Background: an optimization exercise with open tools, aiming at small area. Do not read the settings as production practice. The RTL was checked by simulation tests, not by an equivalence proof against the original design. Power figures rest on the tool's default switching activity, not on a simulated workload.

## flow/config.mk

```make
export PLATFORM = sky130hd
export DESIGN_NAME = rally_de1
export DESIGN_NICKNAME = rally_de1
export VERILOG_FILES = /design/flow/design.v
export SDC_FILE = /design/flow/constraint.sdc
export NUM_CORES = 4
export LEC_CHECK = 0
export CAP_MARGIN = 20
export CORE_MARGIN = 2
export CORE_UTILIZATION = 40
export SLEW_MARGIN = 20
```

## flow/constraint.sdc

```tcl
create_clock -name core_clock -period 20.0 [get_ports {CLOCK_50}]
set_input_delay 4.0000 -clock core_clock [delete_from_list [all_inputs] [get_ports {CLOCK_50}]]
set_output_delay 4.0000 -clock core_clock [all_outputs]
set_load 0.01 [all_outputs]
```

## flow/design.v

```verilog
module map (
    input [9:0] xPixel,
    input [9:0] yPixel,
    input [1:0] level_id,
    output reg is_wall
);
    wire [4:0] gx = xPixel[9:5];  
    wire [4:0] gy = yPixel[9:5];  
    always @(*) begin
        is_wall = 0;
        if (gx == 5'd0 || gx == 5'd19 || gy == 5'd0 || gy == 5'd14) 
            is_wall = 1'b1;
		  if ((gy == 5'd13 || gy == 5'd12) && (gx == 5'd18 || gx == 5'd17 || gx == 5'd16 || gx == 5'd15))
				is_wall = 1'b1;
        else begin
            case (level_id)
                2'd1: begin
							if (gx == 5'd10 && gy > 5'd2 && gy < 5'd12)
								is_wall = 1'b1;
                end
                2'd2: begin
							if (gy == 5'd5 && gx > 5'd7 && gx < 5'd16)
								is_wall = 1'b1;
							if (gx == 5'd7 && gy > 5'd4 && gy < 5'd12)
								is_wall = 1'b1;
							if (gy == 5'd9 && gx > 5'd0 && gx < 5'd7)
								is_wall = 1'b1;
                end
					 2'd3: begin
							if (gy == 5'd2 && gx >= 5'd2 && gx <= 5'd3)
								is_wall = 1'b1;
							if (gy >= 5'd1 && gy <= 5'd2 && gx >= 5'd5 && gx <= 5'd7)
								is_wall = 1'b1;
							if ((gy == 5'd4 || gy == 5'd6 || gy == 5'd8) && gx >= 5'd3 && gx <= 5'd7)
								is_wall = 1'b1;
							if (gx == 5'd3 && gy >= 5'd9 && gy <= 5'd10)
								is_wall = 1'b1;
							if (gx == 5'd1 && gy >= 5'd10 && gy <= 5'd13)
								is_wall = 1'b1;
							if (gy == 5'd12 && gx >= 5'd3 && gx <= 5'd6)
								is_wall = 1'b1;
							if (gx == 5'd6 && gy >= 5'd10 && gy <= 5'd11)
								is_wall = 1'b1;
							if (gx == 5'd7 && gy == 5'd10)
								is_wall = 1'b1;
							if (gy == 5'd12 && gx >= 5'd8 && gx <= 5'd11)
								is_wall = 1'b1;
							if (gx == 5'd10 && gy >= 5'd3 && gy <= 5'd9)
								is_wall = 1'b1;
							if (gy == 5'd9 && gx >= 5'd11 && gx <= 5'd16)
								is_wall = 1'b1;
							if (gx == 5'd13 && gy >= 5'd10 && gy <= 5'd12)
								is_wall = 1'b1;
							if (gy == 5'd1 && gx >= 5'd12 && gx <= 5'd18)
								is_wall = 1'b1;
							if (gy == 5'd3 && gx >= 5'd12 && gx <= 5'd16)
								is_wall = 1'b1;
							if (gx == 5'd12 && gy >= 5'd4 && gy <= 5'd7)
								is_wall = 1'b1;
							if (gy == 5'd7 && gx >= 5'd13 && gx <= 5'd16)
								is_wall = 1'b1;
							if (gy == 5'd5 && gx >= 5'd14 && gx <= 5'd16)
								is_wall = 1'b1;
                end
                default: ;  
            endcase
        end
    end
endmodule
module collision (
    input [9:0] x,
    input [9:0] y,
    input [1:0] level_id,
    output reg is_wall  
);
    parameter P_SIZE = 10'd31; 
    wire w_tl, w_tr, w_bl, w_br;
    map check_tl (
        .xPixel(x),
		  .yPixel(y), 
        .level_id(level_id),
		  .is_wall(w_tl)
    );
    map check_tr (
        .xPixel(x + P_SIZE), 
		  .yPixel(y), 
        .level_id(level_id), 
		  .is_wall(w_tr)
    );
    map check_bl (
        .xPixel(x), 
		  .yPixel(y + P_SIZE), 
        .level_id(level_id), 
		  .is_wall(w_bl)
    );
    map check_br (
        .xPixel(x + P_SIZE), 
		  .yPixel(y + P_SIZE), 
        .level_id(level_id), 
		  .is_wall(w_br)
    );
	 always @(*) begin
		is_wall = w_tl | w_tr | w_bl | w_br;
	 end
endmodule
module controller (
    input clk,
    input rst, 
    input [1:0] level_id,
    input btn_u, btn_d, btn_l, btn_r,
    output reg [9:0] player_x,
    output reg [9:0] player_y
);
    parameter STOP  = 3'd0;
    parameter UP    = 3'd1;
    parameter DOWN  = 3'd2;
    parameter LEFT  = 3'd3;
    parameter RIGHT = 3'd4;
    reg [2:0] cur_dir;  
    reg [2:0] req_dir;  
    reg [8:0] move_counter;  
    wire aligned = (player_x[4:0] == 5'd0) && (player_y[4:0] == 5'd0);
    always @(posedge clk) begin
        if (rst) 
            req_dir <= STOP;
        else begin
            if (btn_u) req_dir <= UP;
            else if (btn_d) req_dir <= DOWN;
            else if (btn_l) req_dir <= LEFT;
            else if (btn_r) req_dir <= RIGHT;
        end
    end
    reg [9:0] check_x_req, check_y_req;
    reg [9:0] check_x_cur, check_y_cur;
    always @(*) begin
        check_x_req = player_x;
        check_y_req = player_y;
        case (req_dir)
            UP:    check_y_req = player_y - 10'd1;
            DOWN:  check_y_req = player_y + 10'd1;
            LEFT:  check_x_req = player_x - 10'd1;
            RIGHT: check_x_req = player_x + 10'd1;
            default: ;  
        endcase
    end
    always @(*) begin
        check_x_cur = player_x;
        check_y_cur = player_y;
        case (cur_dir)
            UP:    check_y_cur = player_y - 10'd1;
            DOWN:  check_y_cur = player_y + 10'd1;
            LEFT:  check_x_cur = player_x - 10'd1;
            RIGHT: check_x_cur = player_x + 10'd1;
            default: ;  
        endcase
    end
    wire wall_req, wall_cur;
    collision col_checker_req (
        .x(check_x_req),
		  .y(check_y_req), 
		  .level_id(level_id),
        .is_wall(wall_req)
    );
    collision col_checker_cur (
        .x(check_x_cur), 
		  .y(check_y_cur), 
		  .level_id(level_id),
        .is_wall(wall_cur)
    );
    always @(posedge clk) begin
        if (rst) begin
            player_x <= 10'd160; 
            player_y <= 10'd224;
            move_counter <= 9'd0;
            cur_dir <= STOP;
        end 
        else begin
            move_counter <= move_counter + 1;
            if (move_counter >= 9'd500) begin
                move_counter <= 0;
                if (aligned) begin
                    if (!wall_req && req_dir != STOP) begin
                        cur_dir <= req_dir;
                        player_x <= check_x_req;
                        player_y <= check_y_req;
                    end
                    else if (!wall_cur && cur_dir != STOP) begin
                        player_x <= check_x_cur;
                        player_y <= check_y_cur;
                    end
                    else begin
                        cur_dir <= STOP;
                    end
                end 
                else begin
                    player_x <= check_x_cur;
                    player_y <= check_y_cur;
                end
            end
        end
    end
endmodule
module flag (
    input clk,
    input rst,
    input [1:0] level_id,
    input [9:0] player_x, 
	 input [9:0] player_y,
    input [9:0] vga_x,    
	 input [9:0] vga_y,
    output reg flag_pixel,
    output reg all_collected
);
    wire [4:0] p_gx = player_x[9:5];
    wire [4:0] p_gy = player_y[9:5];
    wire [4:0] v_gx = vga_x[9:5];
    wire [4:0] v_gy = vga_y[9:5];
	 wire [4:0] local_x = vga_x[4:0];
    wire [4:0] local_y = vga_y[4:0];
    reg [3:0] collected; 
    reg [3:0] active_flag;
	 reg grid_has_flag;
    wire is_pole_shape = (local_x >= 5'd5 && local_x <= 5'd7) && (local_y >= 5'd4 && local_y <= 5'd28);
    wire is_cloth_shape = (local_x > 5'd7) && 
                          (local_y >= 5'd4 && local_y <= 5'd16) && 
                          (local_x <= (5'd26 - (local_y - 5'd4))); 
    wire is_flag_shape = is_pole_shape | is_cloth_shape;
    always @(posedge clk) begin
        if (rst)
				collected <= 4'b0000;
        else begin
            case(level_id)
                2'd1: begin
                    if (p_gx == 5'd18 && p_gy == 5'd11)
								collected[0] <= 1'b1;
						  if (p_gx == 5'd7 && p_gy == 5'd2)
								collected[1] <= 1'b1;
                end
                2'd2: begin
                    if (p_gx == 5'd18 && p_gy == 5'd1)
								collected[0] <= 1'b1;
                    if (p_gx == 5'd2  && p_gy == 5'd11)
								collected[1] <= 1'b1;
						  if (p_gx == 5'd9 && p_gy == 5'd8)
								collected[2] <= 1'b1;
                end
					 2'd3: begin
                    if (p_gx == 5'd2 && p_gy == 5'd1)
								collected[0] <= 1'b1;
                    if (p_gx == 5'd5  && p_gy == 5'd11)
								collected[1] <= 1'b1;
						  if (p_gx == 5'd18 && p_gy == 5'd11)
								collected[2] <= 1'b1;
						  if (p_gx == 5'd13 && p_gy == 5'd6)
								collected[3] <= 1'b1;
                end
            endcase
        end
    end
    always @(*) begin
        flag_pixel = 1'b0;
        all_collected = 1'b0;
        active_flag = 1'b0;
		  grid_has_flag = 1'b0;
        case(level_id)
            2'd1: begin
                active_flag = 4'b0011;
                if (v_gx == 5'd18 && v_gy == 5'd11 && !collected[0])
							grid_has_flag = 1'b1;
					 if (v_gx == 5'd7 && v_gy == 5'd2 && !collected[1])
							grid_has_flag = 1'b1;
            end
            2'd2: begin
                active_flag = 4'b0111;
                if (v_gx == 5'd18 && v_gy == 5'd1 && !collected[0])
							grid_has_flag = 1'b1;
                if (v_gx == 5'd2  && v_gy == 5'd11 && !collected[1]) 
							grid_has_flag = 1'b1;
                if (v_gx == 5'd9  && v_gy == 5'd8 && !collected[2]) 
							grid_has_flag = 1'b1;
            end
            2'd3: begin
                active_flag = 4'b1111;
                if (v_gx == 5'd2 && v_gy == 5'd1 && !collected[0])
							grid_has_flag = 1'b1;
                if (v_gx == 5'd5  && v_gy == 5'd11 && !collected[1]) 
							grid_has_flag = 1'b1;
                if (v_gx == 5'd18  && v_gy == 5'd11 && !collected[2]) 
							grid_has_flag = 1'b1;
                if (v_gx == 5'd13  && v_gy == 5'd6 && !collected[3]) 
							grid_has_flag = 1'b1;
            end
        endcase
		  if (grid_has_flag && is_flag_shape) begin
            flag_pixel = 1'b1;
        end
        if ((active_flag != 4'd0) && (collected & active_flag) == active_flag)
            all_collected = 1'b1;
    end
endmodule
module fuel (
    input clk,
    input rst,
    output reg time_out,    
    output reg [6:0] fuel_width  
);
    reg [13:0] tick_count;
    always @(posedge clk) begin
        if (rst) begin
            fuel_width <= 7'd96;  
            tick_count <= 14'd0;
            time_out <= 1'b0;
        end 
        else if (fuel_width > 0) begin
            tick_count <= tick_count + 1;
            if (tick_count >= 14'd9999) begin
                tick_count <= 14'd0;
                fuel_width <= fuel_width - 1;
            end
        end 
        else begin
            time_out <= 1'b1;
        end
    end
endmodule
module game_state (
    input clk,
    input rst,
    input [2:0] level_sw,
    input all_flags,
    input time_out, 
    output reg game_active,
    output reg [1:0] level_id, 
    output reg [1:0] state_out
);
    parameter S_IDLE = 2'b00;
    parameter S_PLAY = 2'b01;
    parameter S_WIN  = 2'b10;
    parameter S_LOSE = 2'b11;
    reg [1:0] S; 
    reg [1:0] NS;
    always @(posedge clk) begin
        if (rst)
            S <= S_IDLE;
        else
            S <= NS;
    end
    always @(*) begin
        NS = S;
        level_id = 2'b00; 
        state_out = S;
        game_active = 1'b0; 
        case (S)
            S_IDLE: begin
                game_active = 1'b0;
                if (level_sw[0]) begin
                    NS = S_PLAY;
                    level_id = 2'd1;
                end
                else if (level_sw[1]) begin
                    NS = S_PLAY;
                    level_id = 2'd2;
                end
                else if (level_sw[2]) begin
                    NS = S_PLAY;
                    level_id = 2'd3;
                end
            end
            S_PLAY: begin
                game_active = 1'b1;
                if (level_sw[0])
						  level_id = 2'd1;
                else if (level_sw[1])
						  level_id = 2'd2;
					 else if (level_sw[2])
						  level_id = 2'd3;
                if (level_sw == 2'b00)
						  NS = S_IDLE;
                else if (all_flags)
						  NS = S_WIN;
                else if (time_out)
						  NS = S_LOSE;
					 else
						  NS = S_PLAY;
            end
            S_WIN: begin
                game_active = 1'b0;
                if (level_sw == 2'b00)
						  NS = S_IDLE;
					else
						  NS = S_WIN;
            end
            S_LOSE: begin
                game_active = 1'b0;
                if (level_sw == 2'b00)
						  NS = S_IDLE;
					 else
						  NS = S_LOSE;
            end
            default: begin
                game_active = 1'b0;
                NS = S_IDLE;
            end
        endcase
    end
endmodule
module vga_driver(
input clk,
input rst,
output reg vga_clk,
output reg hsync,  
output reg vsync,  
output reg active_pixels,  
output reg [9:0]xPixel,  
output reg [9:0]yPixel,  
output reg VGA_BLANK_N,	 
output reg VGA_SYNC_N		 
);
parameter HA_END = 10'd639;            
parameter HS_STA = HA_END + 16;    
parameter HS_END = HS_STA + 96;    
parameter WIDTH   = 10'd799;            
parameter VA_END = 10'd479;            
parameter VS_STA = VA_END + 10;    
parameter VS_END = VS_STA + 2;     
parameter HEIGHT = 10'd524;            
always @(*)
begin 
	hsync = ~((xPixel >= HS_STA) && (xPixel < HS_END));
	vsync = ~((yPixel >= VS_STA) && (yPixel < VS_END));
	active_pixels = (xPixel <= HA_END && yPixel <= VA_END); 
	VGA_BLANK_N = active_pixels;
	VGA_SYNC_N = 1'b1;
end
always @(posedge clk)
begin
	if (rst == 1'b0)
	begin
		vga_clk <= 1'b0;
		xPixel <= 10'd0;
		yPixel <= 10'd0;
	end
	else
	begin
		vga_clk = ~vga_clk;  
		if (vga_clk == 1'b1)
			if(xPixel == WIDTH)
			begin
				xPixel <= 10'd0;
				if(yPixel == HEIGHT)
				begin
					yPixel<=10'd0;
				end
				else
				begin
					yPixel <= yPixel+1'b1;
				end
			end
			else
			begin
				xPixel <= xPixel+1'b1;
			end		
		end
end
endmodule
module rally_de1 (
    input CLOCK_50,
    input reset,  
    input [3:0] KEY,  
    input [9:0] SW,  
    output VGA_CLK,
    output VGA_HS,
    output VGA_VS,
    output VGA_BLANK_N,
    output VGA_SYNC_N,
    output reg [7:0] VGA_R,
    output reg [7:0] VGA_G,
    output reg [7:0] VGA_B
);
    wire clk = CLOCK_50;
    wire [1:0] current_level;
    wire game_active;
    wire [1:0] game_state;
    wire pixel_wall;
	 wire pixel_flag;
	 wire all_collected;
	 wire time_out;
    wire [6:0] fuel_width;
    wire [9:0] xPixel, yPixel;
    wire active_pixels;
    wire [9:0] p_x, p_y;
    wire [4:0] gx = xPixel[9:5];  
    wire [4:0] gy = yPixel[9:5];  
    game_state fsm (
        .clk(clk),
        .rst(reset),
        .level_sw(SW[2:0]),
        .all_flags(all_collected),
        .time_out(time_out),
        .game_active(game_active),
        .level_id(current_level),
        .state_out(game_state)
    );
    controller control (
        .clk(clk),
        .rst(~game_active),
		  .level_id(current_level),
        .btn_u(~KEY[3]),
        .btn_d(~KEY[2]),
        .btn_l(~KEY[1]),
        .btn_r(~KEY[0]),
        .player_x(p_x),
        .player_y(p_y)
    );
    map maps (
        .xPixel(xPixel),
        .yPixel(yPixel),
        .level_id(current_level),
        .is_wall(pixel_wall)
    );
	 flag flags (
        .clk(clk),
        .rst(~game_active),
        .level_id(current_level),
        .player_x(p_x),
        .player_y(p_y),
        .vga_x(xPixel),
        .vga_y(yPixel),
        .flag_pixel(pixel_flag),
        .all_collected(all_collected)
    );
	 fuel fuel_timer (
		  .clk(clk),
		  .rst(~game_active),
		  .time_out(time_out),
		  .fuel_width(fuel_width)
	 );
    vga_driver vga (
        .clk(clk),
        .rst(~reset),  
        .vga_clk(VGA_CLK),
        .hsync(VGA_HS),
        .vsync(VGA_VS),
        .active_pixels(active_pixels),
        .xPixel(xPixel),
        .yPixel(yPixel),
        .VGA_BLANK_N(VGA_BLANK_N),
        .VGA_SYNC_N(VGA_SYNC_N)
    );
    always @(*) begin
        if (!active_pixels) begin
            {VGA_R, VGA_G, VGA_B} = 24'h000000;
        end else begin
            case (game_state)
                2'b00: begin
						{VGA_R, VGA_G, VGA_B} = 24'h7F00FE;
						if (yPixel >= 10'd215 && yPixel <= 10'd265) begin
							if ((xPixel >= 145 && xPixel <= 150) ||  
								 (xPixel >= 145 && xPixel <= 175 && yPixel <= 220) ||  
								 (xPixel >= 145 && xPixel <= 175 && yPixel >= 235 && yPixel <= 240) ||  
								 (xPixel >= 170 && xPixel <= 175 && yPixel <= 240) ||  
								 (xPixel >= 165 && xPixel <= 170 && yPixel >= 240 && xPixel >= 160))  
								 {VGA_R, VGA_G, VGA_B} = 24'hFFFFFF;
							else if ((xPixel >= 185 && xPixel <= 190) ||  
										(xPixel >= 210 && xPixel <= 215) ||  
										(xPixel >= 185 && xPixel <= 215 && yPixel <= 220) ||  
										(xPixel >= 185 && xPixel <= 215 && yPixel >= 235 && yPixel <= 240))  
								 {VGA_R, VGA_G, VGA_B} = 24'hFFFFFF;
							else if ((xPixel >= 225 && xPixel <= 230) ||  
										(xPixel >= 225 && xPixel <= 255 && yPixel >= 260))  
								 {VGA_R, VGA_G, VGA_B} = 24'hFFFFFF;
							else if ((xPixel >= 265 && xPixel <= 270) ||  
										(xPixel >= 265 && xPixel <= 295 && yPixel >= 260))  
								 {VGA_R, VGA_G, VGA_B} = 24'hFFFFFF;
							else if ((xPixel >= 305 && xPixel <= 310 && yPixel <= 240) ||  
										(xPixel >= 330 && xPixel <= 335 && yPixel <= 240) ||  
										(xPixel >= 305 && xPixel <= 335 && yPixel >= 235 && yPixel <= 240) ||  
										(xPixel >= 317 && xPixel <= 322 && yPixel >= 240))  
								 {VGA_R, VGA_G, VGA_B} = 24'hFFFFFF;
							else if (xPixel >= 345 && xPixel <= 375 && yPixel >= 260)  
								 {VGA_R, VGA_G, VGA_B} = 24'hFFFFFF;
							else if ((xPixel >= 385 && xPixel <= 390) ||  
										(xPixel >= 410 && xPixel <= 415 && yPixel >= 220 && yPixel <= 260) ||  
										(xPixel >= 385 && xPixel <= 410 && yPixel <= 220) ||  
										(xPixel >= 385 && xPixel <= 410 && yPixel >= 260))  
								 {VGA_R, VGA_G, VGA_B} = 24'hFFFFFF;
							else if ((xPixel >= 425 && xPixel <= 430) ||  
										(xPixel >= 425 && xPixel <= 455 && yPixel <= 220) ||  
										(xPixel >= 425 && xPixel <= 450 && yPixel >= 235 && yPixel <= 240) ||  
										(xPixel >= 425 && xPixel <= 455 && yPixel >= 260))  
								 {VGA_R, VGA_G, VGA_B} = 24'hFFFFFF;
							else if ((xPixel >= 477 && xPixel <= 482) ||  
										(xPixel >= 470 && xPixel <= 482 && yPixel <= 220) ||  
										(xPixel >= 465 && xPixel <= 495 && yPixel >= 260))  
								 {VGA_R, VGA_G, VGA_B} = 24'hFFFFFF;
						end
					 end
                2'b01: begin
						  if (xPixel >= 10'd512 && yPixel >= 10'd416) begin
								{VGA_R, VGA_G, VGA_B} = 24'h000000;
								if (yPixel >= 10'd448 && yPixel <= 10'd468 && xPixel >= 528 && xPixel < (528 + fuel_width))
                             {VGA_R, VGA_G, VGA_B} = 24'hFFFF00;
								else if (yPixel >= 10'd442 && yPixel <= 10'd446 && (xPixel >= 10'd528 && xPixel <= 10'd530
												| xPixel >= 10'd575 && xPixel <= 10'd577 | xPixel >= 10'd622 && xPixel <= 10'd624))
									  {VGA_R, VGA_G, VGA_B} = 24'hFF0000;
								else if (yPixel >= 10'd444 && yPixel <= 10'd446 && (xPixel >= 10'd540 && xPixel <= 10'd542
												| xPixel >= 10'd552 && xPixel <= 10'd554 | xPixel >= 10'd564 && xPixel <= 10'd566
												| xPixel >= 10'd588 && xPixel <= 10'd590 | xPixel >= 10'd600 && xPixel <= 10'd602
												| xPixel >= 10'd612 && xPixel <= 10'd614))
									  {VGA_R, VGA_G, VGA_B} = 24'hFFFF00;
                        else if (yPixel >= 10'd420 && yPixel <= 10'd435) begin
                             if ((xPixel >= 547 && xPixel <= 549) ||  
                                 (xPixel >= 547 && xPixel <= 557 && yPixel <= 422) ||  
                                 (xPixel >= 547 && xPixel <= 555 && yPixel >= 426 && yPixel <= 428))  
                                 {VGA_R, VGA_G, VGA_B} = 24'h40FF40;
                             else if ((xPixel >= 562 && xPixel <= 564) ||  
                                      (xPixel >= 570 && xPixel <= 572) ||  
                                      (xPixel >= 562 && xPixel <= 572 && yPixel >= 433))  
                                 {VGA_R, VGA_G, VGA_B} = 24'h40FF40;
                             else if ((xPixel >= 580 && xPixel <= 582) ||  
                                      (xPixel >= 580 && xPixel <= 590 && (yPixel <= 422 || yPixel >= 433)) ||  
                                      (xPixel >= 580 && xPixel <= 588 && yPixel >= 426 && yPixel <= 428))  
                                 {VGA_R, VGA_G, VGA_B} = 24'h40FF40;
                             else if ((xPixel >= 595 && xPixel <= 597) ||  
                                      (xPixel >= 595 && xPixel <= 605 && yPixel >= 433))  
                                 {VGA_R, VGA_G, VGA_B} = 24'h40FF40;
                        end
						  end
                    else if ((xPixel >= p_x && xPixel < p_x + 32) && 
                        (yPixel >= p_y && yPixel < p_y + 32)) 
                        {VGA_R, VGA_G, VGA_B} = 24'h7F00FE;
                    else if (pixel_wall) begin
								if ((gx % 2 == 1 && gy % 2 == 1) || (gx % 2 == 0 && gy % 2 == 0))
									  {VGA_R, VGA_G, VGA_B} = 24'hFF0000;
								else
									  {VGA_R, VGA_G, VGA_B} = 24'hFFFFFF;
						  end
                    else if (pixel_flag) 
                        {VGA_R, VGA_G, VGA_B} = 24'hFFFF00;
                    else 
                        {VGA_R, VGA_G, VGA_B} = 24'h404040;
                end
                2'b10: {VGA_R, VGA_G, VGA_B} = 24'h00FF00;
                2'b11: {VGA_R, VGA_G, VGA_B} = 24'hFF0000;
                default: {VGA_R, VGA_G, VGA_B} = 24'h00FFFF;
            endcase
        end
    end
endmodule
```

## flow/run.sh

```bash
#!/bin/bash
# synth_recipe.tcl (not shown) runs the flow's synth.tcl, then flattens the netlist and writes it again
# the make line also repeats each setting of config.mk as NAME=value (left out here)
make -C /OpenROAD-flow-scripts/flow DESIGN_CONFIG=/design/flow/config.mk WORK_HOME=/design/flow/orfs CLKGATE_MAP_FILE= SYNTH_SCRIPT=/design/flow/synth_recipe.tcl finish
```

==> out/results.txt <==
The logs give 0.001682 mm² for the combined flip-flop and latch cell area and 102 for the distinct cell type count after synthesis. The worst setup skew after layout came out at 14.34 ps. The power per standard cell area works out to 31.27 mW/mm². The tools report the Yosys warning count as 8. The tool flagged a number of max-cap violations equal to 0. Global routing finished with a remaining overflow of 0.

TritonCTS built the clock tree. The commonest register cell after synthesis was sky130_fd_sc_hd__dfxtp_1. In this run the core area contains 65 standard-cell rows. The library cells used most frequently in the layout, excluding fill and tap cells, are sky130_fd_sc_hd__nor2_1 (198), sky130_fd_sc_hd__nand2_1 (173), sky130_fd_sc_hd__a21oi_1 (132), sky130_fd_sc_hd__o21ai_0 (129), sky130_fd_sc_hd__nor3_1 (87). Once detail routing completed, the nets flagged for antenna violations numbered 0.

Floorplan die height: 183.9 µm. The tools report the number of nets at the end of the flow as 1939. Synthesis inferred 84 register bits. In this run the static leakage power is 0.004874 µW.

The fraction of synthesis flops using an asynchronous set or reset pin works out to 0. The highest layer touched by signal routing is met4. In this run, synthesis inferred 0 flip-flops with an integrated enable.

The highest net fanout along the worst path is 13. The mapped netlist covers 0.01295 mm². The post-detailed-route via-to-cell ratio was 6.911. The cell sitting at the root of the clock tree is a sky130_fd_sc_hd__clkbuf_16.

The total clock buffers created by CTS is 9, and the routed length on met2 is 22600 µm. The run gives 2 as the buffer levels on the longest clock path. Counting every net in the synthesized netlist gives 2013.

The die outline area came out at 0.03383 mm². The run gives 0 ps as the final total negative setup slack. The library cell used most frequently in the layout, excluding fill and tap cells, is sky130_fd_sc_hd__nor2_1.

The tools report the number of buffers inserted by hold repair at cts as 0. At the pin with the least slew margin, the transition time is 992.8 ps. The fraction of final layout cells sized beyond drive strength 1 works out to 0.05606.

Post-synthesis average cell area: 6.730 µm². The filler cells instantiated in the layout total 3320. Synthesis produced 1924 cells.

In the final layout, the multi-input gates occupy 0.01036 mm². After clock tree synthesis, the repair step resized 0 gates. The count of pins over their slew limit came out at 0. The final hold violation count is 0, and the weighted congestion at the end of routability-driven global placement is 1.009.

Total routing resource utilization after global routing: 0.3022. Data arrives at the worst endpoint at 8110 ps. The logs give 0.3342 for the relative max-transition margin and 21550 µm for the sum of routed wire segments on met1. The clock insertion delay at the later pin of the skew report is 360 ps. The detailed router placed 15600 vias in this run. The tools report the starting DRC count in detailed routing as 2277. The tools report the DRC violation count after routing as 0. The flow ran to the end and the layout has no timing, DRC or antenna violations. STA puts the critical path data required time at 16000 ps. Dividing the detail-routed wire length by the instance count gives 23.07 µm. Setup repair after global routing left no endpoint under its margin. The routed design has 52060 µm of wire.

The H-tree was split into 3 levels. The depth of the worst register-to-register path is 17. The design draws 428.4 µW. The tools report the endpoint type of the worst setup path as an output pin. The logs give 14560 for the via count of the first global-routing pass and 0.08256 GHz for the maximum frequency from static timing analysis.

The share of synthesized area occupied by flip-flops and latches is 0.1299, and the horizontal extent of the die is 183.9 µm. Global-route wire length before repair: 81990 µm. IR analysis of the VDD net gives a maximum drop of 0.03469 mV. The total area inside the core boundary comes to 0.03172 mm². After layout, the minimum clock period comes to 12110 ps. Entering global routing, the biggest net connects 41 pins. The initial antenna violation count is 0, and the clock input transition at the sequential cells of the worst setup and hold paths is 70 ps. Setup violations remaining at the end of the flow were counted as 0. From synthesis to final layout, the design area changed by 5.807%.

Counting every sink on the clock net gives 84. The logs give 0.4082 for the starting density of the core and 37780 µm for the post-DP HPWL. The met3 wirelength from detailed routing is 5508 µm, and the count of buffers from port buffering is 36.

The number of antenna cells inserted was 0. Pin placement for this block handled 45 I/O pins. Before antenna repair, the detailed router went through 8 iterations. The fraction of the cycle the final worst path needs came out at 0.6056.

The post-CTS setup buffer count came out at 0. The number of cells on the worst hold path came out at 1. The kind of launch point of the worst setup path was a primary input. The worst setup path is of the in2out kind.

The path class of the tightest hold or removal check is reg2reg.
==> sequential cells by signal, summed over array words and instances (netlist names) <==
register and cells:
fuel_timer.fuel_width 7, vga.vga_clk 1, vga.xPixel 10, fuel_timer.time_out 1, control.player_y 10, vga.yPixel 10, fuel_timer.tick_count 14, control.move_counter 9
flags.collected 4, control.cur_dir 3, control.player_x 10, fsm.S 2, control.req_dir 3
==> synth_stat cells, types with 10 or more instances <==
| cell type | instances | share of area |
|---|---|---|
| sky130_fd_sc_hd__a32oi_1 | 10 | 0.0068 |
| sky130_fd_sc_hd__a21o_1 | 12 | 0.0070 |
| sky130_fd_sc_hd__dfxtp_1 | 84 | 0.13 |
| sky130_fd_sc_hd__o21a_1 | 21 | 0.012 |
| sky130_fd_sc_hd__buf_2 | 17 | 0.0066 |
| sky130_fd_sc_hd__o2111ai_1 | 10 | 0.0068 |
| sky130_fd_sc_hd__or2_2 | 11 | 0.0053 |
| sky130_fd_sc_hd__nor2_1 | 198 | 0.057 |
| sky130_fd_sc_hd__nand4_1 | 55 | 0.027 |
| sky130_fd_sc_hd__buf_4 | 21 | 0.012 |
| sky130_fd_sc_hd__o21ai_0 | 129 | 0.050 |
| sky130_fd_sc_hd__clkbuf_1 | 108 | 0.031 |
| sky130_fd_sc_hd__inv_1 | 55 | 0.016 |
| sky130_fd_sc_hd__nand2_1 | 173 | 0.050 |
| sky130_fd_sc_hd__ha_1 | 73 | 0.071 |
| sky130_fd_sc_hd__nand3_1 | 82 | 0.032 |
| sky130_fd_sc_hd__and3_1 | 26 | 0.013 |
| sky130_fd_sc_hd__nand2b_1 | 20 | 0.0097 |
| sky130_fd_sc_hd__o32ai_1 | 12 | 0.0081 |
| sky130_fd_sc_hd__and2_1 | 19 | 0.0092 |
| sky130_fd_sc_hd__nor4b_1 | 10 | 0.0068 |
| sky130_fd_sc_hd__buf_1 | 10 | 0.0029 |
| sky130_fd_sc_hd__or3_1 | 36 | 0.017 |
| sky130_fd_sc_hd__o31ai_1 | 11 | 0.0064 |
| sky130_fd_sc_hd__o211ai_1 | 27 | 0.016 |
| sky130_fd_sc_hd__nor2b_1 | 21 | 0.010 |
| sky130_fd_sc_hd__a21oi_1 | 132 | 0.051 |
| sky130_fd_sc_hd__a2111oi_0 | 16 | 0.011 |
| sky130_fd_sc_hd__nor4_1 | 32 | 0.015 |
| sky130_fd_sc_hd__xnor2_1 | 55 | 0.037 |
| sky130_fd_sc_hd__a31oi_1 | 32 | 0.015 |
| sky130_fd_sc_hd__nor3_1 | 87 | 0.034 |
| sky130_fd_sc_hd__xor2_1 | 20 | 0.014 |
| sky130_fd_sc_hd__mux2i_1 | 27 | 0.021 |
| sky130_fd_sc_hd__a211oi_1 | 29 | 0.017 |
| sky130_fd_sc_hd__o22ai_1 | 22 | 0.011 |
==> layout make-up <==
type                    count  share of cell area
multi-input cells        1622              0.7559
flip-flops and latches     84              0.1227
repair buffers             76             0.04822
well taps                 402             0.03671
clock buffers              10             0.01744
inverters                  57             0.01562
clock inverters             6            0.003379
==> cell families after synthesis <==
group,after synthesis,synth area share
and+or+nand+nor,845,0.3383
AOI/OAI and AO/OA,597,0.3111
buffers and inverters,218,0.07286
DFF,84,0.1299
xor gates and xnor gates,77,0.05411
adders and majority gates,73,0.07054
muxes,29,0.02290
other,1,0.0002896
==> metrics by stage <==
step / hold slack (ps) / setup WS (ps) / instance area [µm²] / std cells / util
2_1_floorplan: 422.3 / 9527 / 12950 / 1924 / -
3_3_place_gp: 460.9 / 8061 / 13410 / 2241 / 0.4228
3_5_place_dp: 471.9 / 7959 / 13410 / 2241 / 0.4228
4_1_cts: 487.5 / 7956 / 13690 / 2257 / 0.4318
5_1_grt: 492.4 / 7681 / 13700 / 2257 / 0.4320
6_report: 483.0 / 7888 / 13700 / 2257 / 0.4320
==> path summary, 6_finish.rpt <==
kind	startpoint	end	slack, ps
min	control.move_counter[0]	control.move_counter[0]	480
max	SW[0]	VGA_B[5]	7890
max reg2reg	control.player_y[5]	control.player_x[2]	13470
min reg2reg	control.move_counter[0]	control.move_counter[0]	480
==> power by group <==
group / internal (µW) / total (µW) / switching (µW)
Combinational: 29.6 / 85.8 / 56.2
Clock: 88.6 / 168 / 79.8
Sequential: 169 / 174 / 4.68
==> layer usage <==
metal / GRT usage / up-vias
met5: 0 / -
met3: 0.06339 / 191
met4: 0.1472 / 0
li1: - / 7114
met1: 0.4012 / 7274
met2: 0.4638 / 1018
==> worst max-delay path, cell delays in order <==
cell and delay [ps]:
sky130_fd_sc_hd__clkdlybuf4s50_1 890, sky130_fd_sc_hd__nor2_1 110, sky130_fd_sc_hd__and2_1 340, sky130_fd_sc_hd__nor3_1 290
sky130_fd_sc_hd__a21oi_1 140, sky130_fd_sc_hd__a2bb2oi_1 150, sky130_fd_sc_hd__nor2_1 50, sky130_fd_sc_hd__o21ai_0 350
sky130_fd_sc_hd__and2_1 210, sky130_fd_sc_hd__o21ai_0 100, sky130_fd_sc_hd__a211oi_1 780, sky130_fd_sc_hd__clkdlybuf4s50_1 690

-- afterwards: timing with drivers on the ports --
The flow's constraints put no driver on any port. The routed layout listed below was extracted and timed again, unchanged, in two steps. Step 1 (the two cells are an assumption about what drives the block):
set clk [get_ports {CLOCK_50}]
set_driving_cell -lib_cell sky130_fd_sc_hd__clkbuf_16 $clk
set_driving_cell -lib_cell sky130_fd_sc_hd__buf_2 [delete_from_list [all_inputs] $clk]
Step 2 adds t to the input delays and takes it off the output delays; t is the mean of the earliest and latest rising clock arrival at the registers after step 1. Input paths then give back, and output paths get back, about the clock's delay inside the block. Slacks: ideal / step 1 / step 2; pairs: ideal / step 1.
t, ns: 0.404
setup slack, ns: 7.888 / 7.861 / 7.861
worst setup path after step 2: input to output
After both steps setup and hold are still met in this run. The setup slack of this run moves by -0.027 ns with the drivers and by -0.027 ns with both steps.
